Background: an optimization exercise with open tools, aiming at small area and a short achievable clock period. Do not read the settings as production practice.
In this exercise RTL edits were held to simulation tests only and were not proved equivalent to the original.
Power figures rest on the tool's default switching activity, not on a simulated workload.

==> flow/design.v <==
module p #(parameter DATA_WIDTH = 16, OUT_WIDTH = 32)
(
    input [DATA_WIDTH-1:0] a,
    input [DATA_WIDTH-1:0] b,
    input [OUT_WIDTH-1:0] acc,
    output [OUT_WIDTH-1:0] sum,
    output reg done,
    input clk,
    input rst
);
    localparam K = DATA_WIDTH;
    reg [K-1:0] areg;    
    reg [K-1:0] hi;      
    reg [K-1:0] lo;      
    reg one, two, neg;   
    reg [2:0] cnt;
    wire [OUT_WIDTH-1:0] c = {hi, lo};
    wire last = done | (cnt == 3'd7);
    wire one_n = rst ? b[0] : ~last & (lo[1] ^ lo[2]);
    wire two_n = rst ? b[1] & ~b[0] :
                 ~last & ((lo[3] & ~lo[2] & ~lo[1]) | (~lo[3] & lo[2] & lo[1]));
    wire neg_n = rst ? b[1] : ~last & lo[3];
    wire [K+1:0] m = one ? {areg[K-1], areg[K-1], areg} :
                     two ? {areg[K-1], areg, 1'b0} : {(K+2){1'b0}};
    wire [K+1:0] ylo = (m | (c[K+1:0] & {(K+2){done}})) ^ {(K+2){neg}};
    wire [K+1:0] xlo = done ? acc[K+1:0] : {{2{hi[K-1]}}, hi};
    wire [OUT_WIDTH-1:0] x = {acc[OUT_WIDTH-1:K+2], xlo};
    wire [OUT_WIDTH-1:0] y = {c[OUT_WIDTH-1:K+2], ylo};
    pfx_add #(.W(OUT_WIDTH)) adder (.x(x), .y(y), .ci(neg), .s(sum));
    always @(posedge clk) begin
        areg <= a;
        one <= one_n;
        two <= two_n;
        neg <= neg_n;
        if (rst) begin
            hi <= 0;
            lo <= b;
            cnt <= 3'd0;
            done <= 1'b0;
        end else if (!done) begin
            hi <= sum[K+1:2];
            lo <= {sum[1:0], lo[K-1:2]};
            cnt <= cnt + 3'd1;
            done <= (cnt == 3'd7);
        end
    end
endmodule
`timescale 1ns / 1ps
module mac #(
    parameter DATA_WIDTH = 16,
              OUT_WIDTH = 32
)(
    input clk,
    input rst,
    input clr,
    input [DATA_WIDTH - 1: 0] a,
    input [DATA_WIDTH - 1: 0] b,
    output reg [OUT_WIDTH-1: 0] out
);
    wire ready;
    wire [OUT_WIDTH-1:0] sum;
    p #(.DATA_WIDTH(DATA_WIDTH), .OUT_WIDTH(OUT_WIDTH)) product (
        .a(a), .b(b), .acc(out), .sum(sum), .done(ready), .clk(clk), .rst(rst)
    );
    always @(posedge clk) begin
        if (clr)
            out <= 0;
        else if (ready && !rst)
            out <= sum;
    end
endmodule
module pfx_add #(parameter W = 32, KIND = 1) (
    input [W-1:0] x,
    input [W-1:0] y,
    input ci,
    output [W-1:0] s
);
    localparam L = (W <= 2) ? 1 : (W <= 4) ? 2 : (W <= 8) ? 3 : (W <= 16) ? 4 : (W <= 32) ? 5 : 6;
    wire [W-1:0] p0 = x ^ y;
    wire [W-1:0] g0 = {x[W-1:1] & y[W-1:1], (x[0] & y[0]) | (p0[0] & ci)};
    reg [W-1:0] g, pg;
    integer l, i, j;
    always @* begin
        g = g0;
        pg = p0;
        if (KIND == 0) begin
            for (l = 0; l < L; l = l + 1)
                for (i = 0; i < W; i = i + 1)
                    if ((i >> l) & 1) begin
                        j = ((i >> l) << l) - 1;
                        g[i] = g[i] | (pg[i] & g[j]);
                        pg[i] = pg[i] & pg[j];
                    end
        end else begin
            for (l = 0; l < L; l = l + 1)
                for (i = 0; i < W; i = i + 1)
                    if (((i + 1) % (2 << l)) == 0) begin
                        g[i] = g[i] | (pg[i] & g[i - (1 << l)]);
                        pg[i] = pg[i] & pg[i - (1 << l)];
                    end
            for (l = L - 2; l >= 0; l = l - 1)
                for (i = 0; i < W; i = i + 1)
                    if (((i + 1) % (2 << l)) == (1 << l) && i >= (2 << l)) begin
                        g[i] = g[i] | (pg[i] & g[i - (1 << l)]);
                        pg[i] = pg[i] & pg[i - (1 << l)];
                    end
        end
    end
    assign s = p0 ^ {g[W-2:0], ci};
endmodule
Settings: LEC_CHECK=0, ABC_AREA=1, CAP_MARGIN=20, CORE_MARGIN=2, CORE_UTILIZATION=40, SLEW_MARGIN=20; clock period 12.0 ns.
standard.sh (not shown) runs the stock make flow with config.mk's settings and CLKGATE_MAP_FILE= SYNTH_SCRIPT=/design/flow/synth_recipe.tcl, a recipe that flattens the netlist after the stock synthesis.
==> flow/flow/run.sh <==
#!/bin/bash
# Standard ORFS layout (the standard.sh), with port buffers of a plain buffer
# cell and setup repair aiming further below the clock period. Make's full output
# goes to flow_make.log; ORFS keeps each tool's log under orfs/logs.
set -euo pipefail
bash standard.sh \
  "BUFFER_PORTS_ARGS=-buffer_cell sky130_fd_sc_hd__buf_1" \
  SETUP_SLACK_MARGIN=8.65 "CTS_ARGS=-sink_clustering_enable -repair_clock_nets -dont_use_dummy_load -sink_clustering_size 40 -buf_list {sky130_fd_sc_hd__clkbuf_4 sky130_fd_sc_hd__clkbuf_8}" \
  finish > flow_make.log 2>&1
Rerun with:
--- a/flow/design.v
+++ b/flow/design.v
@@ -3,6 +3,5 @@
     input [DATA_WIDTH-1:0] a,
     input [DATA_WIDTH-1:0] b,
-    input [OUT_WIDTH-1:0] acc,
-    output [OUT_WIDTH-1:0] sum,
+    output [OUT_WIDTH-1:0] c,
     output reg done,
     input clk,
@@ -15,17 +14,13 @@
     reg one, two, neg;   
     reg [2:0] cnt;
-    wire [OUT_WIDTH-1:0] c = {hi, lo};
-    wire last = done | (cnt == 3'd7);
-    wire one_n = rst ? b[0] : ~last & (lo[1] ^ lo[2]);
+    assign c = {hi, lo};
+    wire one_n = rst ? b[0] : lo[1] ^ lo[2];
     wire two_n = rst ? b[1] & ~b[0] :
-                 ~last & ((lo[3] & ~lo[2] & ~lo[1]) | (~lo[3] & lo[2] & lo[1]));
-    wire neg_n = rst ? b[1] : ~last & lo[3];
-    wire [K+1:0] m = one ? {areg[K-1], areg[K-1], areg} :
-                     two ? {areg[K-1], areg, 1'b0} : {(K+2){1'b0}};
-    wire [K+1:0] ylo = (m | (c[K+1:0] & {(K+2){done}})) ^ {(K+2){neg}};
-    wire [K+1:0] xlo = done ? acc[K+1:0] : {{2{hi[K-1]}}, hi};
-    wire [OUT_WIDTH-1:0] x = {acc[OUT_WIDTH-1:K+2], xlo};
-    wire [OUT_WIDTH-1:0] y = {c[OUT_WIDTH-1:K+2], ylo};
-    pfx_add #(.W(OUT_WIDTH)) adder (.x(x), .y(y), .ci(neg), .s(sum));
+                 (lo[3] & ~lo[2] & ~lo[1]) | (~lo[3] & lo[2] & lo[1]);
+    wire neg_n = rst ? b[1] : lo[3];
+    wire [K:0] m = one ? {areg[K-1], areg} : two ? {areg, 1'b0} : {(K+1){1'b0}};
+    wire [K:0] pp = m ^ {(K+1){neg}};
+    wire [K+1:0] sum;
+    pfx_add #(.W(K+2)) stepadd (.x({{2{hi[K-1]}}, hi}), .y({pp[K], pp}), .ci(neg), .s(sum));
     always @(posedge clk) begin
         areg <= a;
@@ -59,13 +54,15 @@
 );
     wire ready;
-    wire [OUT_WIDTH-1:0] sum;
+    wire [OUT_WIDTH-1:0] pro;
+    wire [OUT_WIDTH-1:0] acc;
     p #(.DATA_WIDTH(DATA_WIDTH), .OUT_WIDTH(OUT_WIDTH)) product (
-        .a(a), .b(b), .acc(out), .sum(sum), .done(ready), .clk(clk), .rst(rst)
+        .a(a), .b(b), .c(pro), .done(ready), .clk(clk), .rst(rst)
     );
+    pfx_add #(.W(OUT_WIDTH)) accadd (.x(out), .y(pro), .ci(1'b0), .s(acc));
     always @(posedge clk) begin
         if (clr)
             out <= 0;
         else if (ready && !rst)
-            out <= sum;
+            out <= acc;
     end
 endmodule
Outcome: Setup slack loses 5.0 ps; global-route usage goes down by 0.59 points; sequential cell count is unchanged; area after synthesis goes up by 7.1%; sequential share of layout area drops by 0.36 points; cell area rises by about 1.5%; die area rose by 6.9%; wire length is lower by 3.6%.

---

Setup of v6:
// mac: RTL as listed in full above, without the edits since
clock: 12.0 ns
lec_check: 0
abc_area: 1
cap_margin: 20
core_margin: 2
core_utilization: 40
slew_margin: 20
==> flow/flow/run.sh <==
#!/bin/bash
# Standard ORFS layout (the standard.sh), with port buffers of a plain buffer
# cell and setup repair aiming further below the clock period. Make's full output
# goes to flow_make.log; ORFS keeps each tool's log under orfs/logs.
set -euo pipefail
bash standard.sh \
  "BUFFER_PORTS_ARGS=-buffer_cell sky130_fd_sc_hd__buf_1" \
  SETUP_SLACK_MARGIN=8.7 "CTS_ARGS=-sink_clustering_enable -repair_clock_nets -dont_use_dummy_load -sink_clustering_size 40 -buf_list {sky130_fd_sc_hd__clkbuf_4 sky130_fd_sc_hd__clkbuf_8}" \
  finish > flow_make.log 2>&1
### v6 -> v7
--- a/flow/design.v
+++ b/flow/design.v
@@ -3,6 +3,5 @@
     input [DATA_WIDTH-1:0] a,
     input [DATA_WIDTH-1:0] b,
-    input [OUT_WIDTH-1:0] acc,
-    output [OUT_WIDTH-1:0] sum,
+    output [OUT_WIDTH-1:0] c,
     output reg done,
     input clk,
@@ -15,17 +14,13 @@
     reg one, two, neg;   
     reg [2:0] cnt;
-    wire [OUT_WIDTH-1:0] c = {hi, lo};
-    wire last = done | (cnt == 3'd7);
-    wire one_n = rst ? b[0] : ~last & (lo[1] ^ lo[2]);
+    assign c = {hi, lo};
+    wire one_n = rst ? b[0] : lo[1] ^ lo[2];
     wire two_n = rst ? b[1] & ~b[0] :
-                 ~last & ((lo[3] & ~lo[2] & ~lo[1]) | (~lo[3] & lo[2] & lo[1]));
-    wire neg_n = rst ? b[1] : ~last & lo[3];
-    wire [K+1:0] m = one ? {areg[K-1], areg[K-1], areg} :
-                     two ? {areg[K-1], areg, 1'b0} : {(K+2){1'b0}};
-    wire [K+1:0] ylo = (m | (c[K+1:0] & {(K+2){done}})) ^ {(K+2){neg}};
-    wire [K+1:0] xlo = done ? acc[K+1:0] : {{2{hi[K-1]}}, hi};
-    wire [OUT_WIDTH-1:0] x = {acc[OUT_WIDTH-1:K+2], xlo};
-    wire [OUT_WIDTH-1:0] y = {c[OUT_WIDTH-1:K+2], ylo};
-    pfx_add #(.W(OUT_WIDTH)) adder (.x(x), .y(y), .ci(neg), .s(sum));
+                 (lo[3] & ~lo[2] & ~lo[1]) | (~lo[3] & lo[2] & lo[1]);
+    wire neg_n = rst ? b[1] : lo[3];
+    wire [K:0] m = one ? {areg[K-1], areg} : two ? {areg, 1'b0} : {(K+1){1'b0}};
+    wire [K:0] pp = m ^ {(K+1){neg}};
+    wire [K+1:0] sum;
+    pfx_add #(.W(K+2)) stepadd (.x({{2{hi[K-1]}}, hi}), .y({pp[K], pp}), .ci(neg), .s(sum));
     always @(posedge clk) begin
         areg <= a;
@@ -59,13 +54,15 @@
 );
     wire ready;
-    wire [OUT_WIDTH-1:0] sum;
+    wire [OUT_WIDTH-1:0] pro;
+    wire [OUT_WIDTH-1:0] acc;
     p #(.DATA_WIDTH(DATA_WIDTH), .OUT_WIDTH(OUT_WIDTH)) product (
-        .a(a), .b(b), .acc(out), .sum(sum), .done(ready), .clk(clk), .rst(rst)
+        .a(a), .b(b), .c(pro), .done(ready), .clk(clk), .rst(rst)
     );
+    pfx_add #(.W(OUT_WIDTH)) accadd (.x(out), .y(pro), .ci(1'b0), .s(acc));
     always @(posedge clk) begin
         if (clr)
             out <= 0;
         else if (ready && !rst)
-            out <= sum;
+            out <= acc;
     end
 endmodule
==> comparison <==
Against v6 as the reference, v7 delivers a higher post-layout worst setup margin.
Changes observed in v7 relative to v6: layout cell share with drive strength beyond 1 now smaller, share of the yosys chip area belonging to registers now smaller, met3 track demand over resource in global routing now smaller.
NOTE gate count after technology mapping v6->v7 increased by a few percent
Compared with v6, v7 shows a lower proportion of cell area occupied by registers.
Relative to v6, fraction of standard cell area in multi-input logic has increased by 1.5 points in v7.
Between v7 and v6, required time at the endpoint of the critical path is higher for v6, v7 comes in under that.
Max layout overhead on the synthesized area across v7 and v6: v6
The higher total power came out of v6.
First-iteration DRC count in v7 is 11 higher than in v6
Relative to v6, the proportion of power drawn by combinational gates of v7 is lower by 8.7 points.
Comparing v7 and v6, the higher fmax is on v7.
Via count, v7 and v6: lower on v7

---

== south ==
RTL: the design.v shown in full above, as it stands there.
export LEC_CHECK = 0
export ABC_AREA = 1
export CAP_MARGIN = 20
export CORE_MARGIN = 2
export CORE_UTILIZATION = 40
export SLEW_MARGIN = 20
create_clock -name core_clock -period 12.0 [get_ports {clk}]
==> flow/flow/run.sh <==
#!/bin/bash
# Standard ORFS layout (the standard.sh), with port buffers of a plain buffer
# cell and setup repair aiming further below the clock period. Make's full output
# goes to flow_make.log; ORFS keeps each tool's log under orfs/logs.
set -euo pipefail
bash standard.sh \
  "BUFFER_PORTS_ARGS=-buffer_cell sky130_fd_sc_hd__buf_1" \
  SETUP_SLACK_MARGIN=8.6 "CTS_ARGS=-sink_clustering_enable -repair_clock_nets -dont_use_dummy_load -sink_clustering_size 40 -buf_list {sky130_fd_sc_hd__clkbuf_4 sky130_fd_sc_hd__clkbuf_8}" \
  finish > flow_make.log 2>&1
Inputs modified between south and east:
diff --git a/flow/design.v b/flow/design.v
--- a/flow/design.v
+++ b/flow/design.v
@@ -19,10 +19,11 @@
     wire one_n = rst ? b[0] : ~last & (lo[1] ^ lo[2]);
     wire two_n = rst ? b[1] & ~b[0] :
                  ~last & ((lo[3] & ~lo[2] & ~lo[1]) | (~lo[3] & lo[2] & lo[1]));
-    wire neg_n = rst ? b[1] : ~last & lo[3];
-    wire [K+1:0] m = one ? {areg[K-1], areg[K-1], areg} :
-                     two ? {areg[K-1], areg, 1'b0} : {(K+2){1'b0}};
-    wire [K+1:0] ylo = (m | (c[K+1:0] & {(K+2){done}})) ^ {(K+2){neg}};
+    wire neg_n = rst ? b[1] : ~last & lo[3] & ~(lo[2] & lo[1]);
+    wire [K-1:0] an = areg ^ {K{neg}};
+    wire [K+1:0] m = one ? {an[K-1], an[K-1], an} :
+                     two ? {an[K-1], an, neg} : {(K+2){1'b0}};
+    wire [K+1:0] ylo = m | (c[K+1:0] & {(K+2){done}});
     wire [K+1:0] xlo = done ? acc[K+1:0] : {{2{hi[K-1]}}, hi};
     wire [OUT_WIDTH-1:0] x = {acc[OUT_WIDTH-1:K+2], xlo};
     wire [OUT_WIDTH-1:0] y = {c[OUT_WIDTH-1:K+2], ylo};
--- outcome ---
- On number of standard-cell rows in the floorplan, south and east are basically level.
- Per the final summary, east finished and its layout is clean on timing, DRC and antenna.
- south ended with every stage complete and zero timing, DRC or antenna violations.
- Multi-input logic portion of the cell area (east over south): increase, 0.56 points
- Summary — worst setup margin, east relative to south: lower, by 0.045 ns.
- Utilization south -> east: down
- Synthesized cell area (east vs. south) decreases slightly
- Summary of east over south: power consumption down about 10%, post-CTS setup buffer count up 4, number of different library cells in the post-synthesis netlist up 2, post-cts repair resize count up 9, pin count of the biggest net entering global routing up about 5%.
- Between south and east, maximum fanout encountered on the critical timing path is higher for south, east comes in under that.
- east vs south — number of cells traversed by the worst register-to-register path dropped 4.
- Measured against each other, south and east differ in clock-pin transition on the worst setup and hold timing paths, the lower figure coming from south.

---

mac with an RTL version that a note above also has.
Size: roughly 87 flip-flops, ~5100 um^2 of cells after synthesis.
==> module p, before the edit <==
module p #(parameter DATA_WIDTH = 16, OUT_WIDTH = 32)
(
    input [DATA_WIDTH-1:0] a,
    input [DATA_WIDTH-1:0] b,
    output [OUT_WIDTH-1:0] c,
    output reg done,
    input clk,
    input rst
);
    localparam K = DATA_WIDTH;
    reg [K-1:0] areg;    
    reg [K-1:0] hi;      
    reg [K-1:0] lo;      
    reg one, two, neg;   
    reg [2:0] cnt;
    assign c = {hi, lo};
    wire one_n = rst ? b[0] : lo[1] ^ lo[2];
    wire two_n = rst ? b[1] & ~b[0] :
                 (lo[3] & ~lo[2] & ~lo[1]) | (~lo[3] & lo[2] & lo[1]);
    wire neg_n = rst ? b[1] : lo[3];
    wire [K:0] m = one ? {areg[K-1], areg} : two ? {areg, 1'b0} : {(K+1){1'b0}};
    wire [K:0] pp = m ^ {(K+1){neg}};
    wire [K+1:0] sum;
    pfx_add #(.W(K+2)) stepadd (.x({{2{hi[K-1]}}, hi}), .y({pp[K], pp}), .ci(neg), .s(sum));
    always @(posedge clk) begin
        areg <= a;
        one <= one_n;
        two <= two_n;
        neg <= neg_n;
        if (rst) begin
            hi <= 0;
            lo <= b;
            cnt <= 3'd0;
            done <= 1'b0;
        end else if (!done) begin
            hi <= sum[K+1:2];
            lo <= {sum[1:0], lo[K-1:2]};
            cnt <= cnt + 3'd1;
            done <= (cnt == 3'd7);
        end
    end
endmodule
Settings: LEC_CHECK=0, ABC_AREA=1, CAP_MARGIN=20, CORE_MARGIN=2, CORE_UTILIZATION=40, CTS_BUF_LIST=sky130_fd_sc_hd__clkbuf_4 sky130_fd_sc_hd__clkbuf_8, CTS_CLUSTER_SIZE=40, SLEW_MARGIN=20; clock period 12.0 ns.
==> flow/flow/run.sh <==
#!/bin/bash
# Standard ORFS layout (the standard.sh), with port buffers of a plain buffer
# cell and setup repair aiming further below the clock period. Make's full output
# goes to flow_make.log; ORFS keeps each tool's log under orfs/logs.
set -euo pipefail
bash standard.sh \
  "BUFFER_PORTS_ARGS=-buffer_cell sky130_fd_sc_hd__buf_1" \
  SETUP_SLACK_MARGIN=8.8 \
  finish > flow_make.log 2>&1
Then changed:
--- a/flow/design.v
+++ b/flow/design.v
@@ -9,23 +9,20 @@
 );
     localparam K = DATA_WIDTH;
-    reg [K-1:0] areg;    
     reg [K-1:0] hi;      
     reg [K-1:0] lo;      
-    reg one, two, neg;   
+    reg [K:0] pp;        
+    reg pneg;            
     reg [2:0] cnt;
     assign c = {hi, lo};
-    wire one_n = rst ? b[0] : lo[1] ^ lo[2];
-    wire two_n = rst ? b[1] & ~b[0] :
-                 (lo[3] & ~lo[2] & ~lo[1]) | (~lo[3] & lo[2] & lo[1]);
-    wire neg_n = rst ? b[1] : lo[3];
-    wire [K:0] m = one ? {areg[K-1], areg} : two ? {areg, 1'b0} : {(K+1){1'b0}};
-    wire [K:0] pp = m ^ {(K+1){neg}};
+    wire [2:0] bits = rst ? {b[1:0], 1'b0} : lo[3:1];
+    wire one = bits[0] ^ bits[1];
+    wire two = (bits[2] & ~bits[1] & ~bits[0]) | (~bits[2] & bits[1] & bits[0]);
+    wire neg = bits[2];
+    wire [K:0] m = one ? {a[K-1], a} : two ? {a, 1'b0} : {(K+1){1'b0}};
     wire [K+1:0] sum;
-    pfx_add #(.W(K+2)) stepadd (.x({{2{hi[K-1]}}, hi}), .y({pp[K], pp}), .ci(neg), .s(sum));
+    pfx_add #(.W(K+2)) stepadd (.x({{2{hi[K-1]}}, hi}), .y({pp[K], pp}), .ci(pneg), .s(sum));
     always @(posedge clk) begin
-        areg <= a;
-        one <= one_n;
-        two <= two_n;
-        neg <= neg_n;
+        pp <= m ^ {(K+1){neg}};
+        pneg <= neg;
         if (rst) begin
             hi <= 0;
Result:
- utilization is higher by 2.6 points
- worst setup slack got worse by 0.0074 ns
- first-iteration DRC count decreases by about 8%
- sequential share of layout area is lower by 2.0 points
- wire length rose by about 4.7%
- design area grows by about 5.3%
- count of clock-buffer cells in the layout is lower by 1
- hold slack loses 0.0050 ns
- register-to-register slack is better by 0.02 ns
- cell count is higher by about 2%
- clock power increases by 19%
- sequential power is higher by about 5%
- critical path depth goes up by 11
- clock skew stays flat

separate check: timing with driven ports:
In the flow no input, the clock included, has a driving cell. The finished layouts below were timed again as built, in two steps.
Step 1 (the two cells are an assumption about what drives the block):
set clk [get_ports {clk}]
set_driving_cell -lib_cell sky130_fd_sc_hd__clkbuf_16 $clk
set_driving_cell -lib_cell sky130_fd_sc_hd__buf_2 [delete_from_list [all_inputs] $clk]
Step 2 adds t to the input delays and takes it off the output delays; t is the mean of the earliest and latest rising clock arrival at the registers after step 1. Input paths then give back, and output paths get back, about the clock's delay inside the block.
Three values: ideal ports, drivers, drivers and shift; two values: the first two.
| run | t, ns | slack for setup (ns) | slew at the worst register clock pin (ns) |
|---|---|---|---|
| the first run of note 1 | 0.386 | 8.699 / 8.667 / 8.330 | 0.09 / 0.09 |
| the second run of note 1 | 0.398 | 8.694 / 8.661 / 8.384 | 0.09 / 0.09 |
| v6 | 0.381 | 8.704 / 8.713 / 8.335 | 0.09 / 0.09 |
| v7 | 0.395 | 8.736 / 8.703 / 8.421 | 0.09 / 0.09 |
| south | 0.383 | 8.680 / 8.648 / 8.337 | 0.09 / 0.09 |
| east | 0.389 | 8.635 / 8.601 / 8.304 | 0.09 / 0.09 |
| the first run of note 4 | 0.403 | 8.739 / 8.704 / 8.411 | 0.09 / 0.09 |
| the second run of note 4 | 0.392 | 8.731 / 8.723 / 8.331 | 0.09 / 0.09 |
After both steps every run listed still meets setup and hold. For the second run of note 4, which loses most, drivers alone change the setup slack by -0.008 ns; drivers and shift together by -0.400 ns.
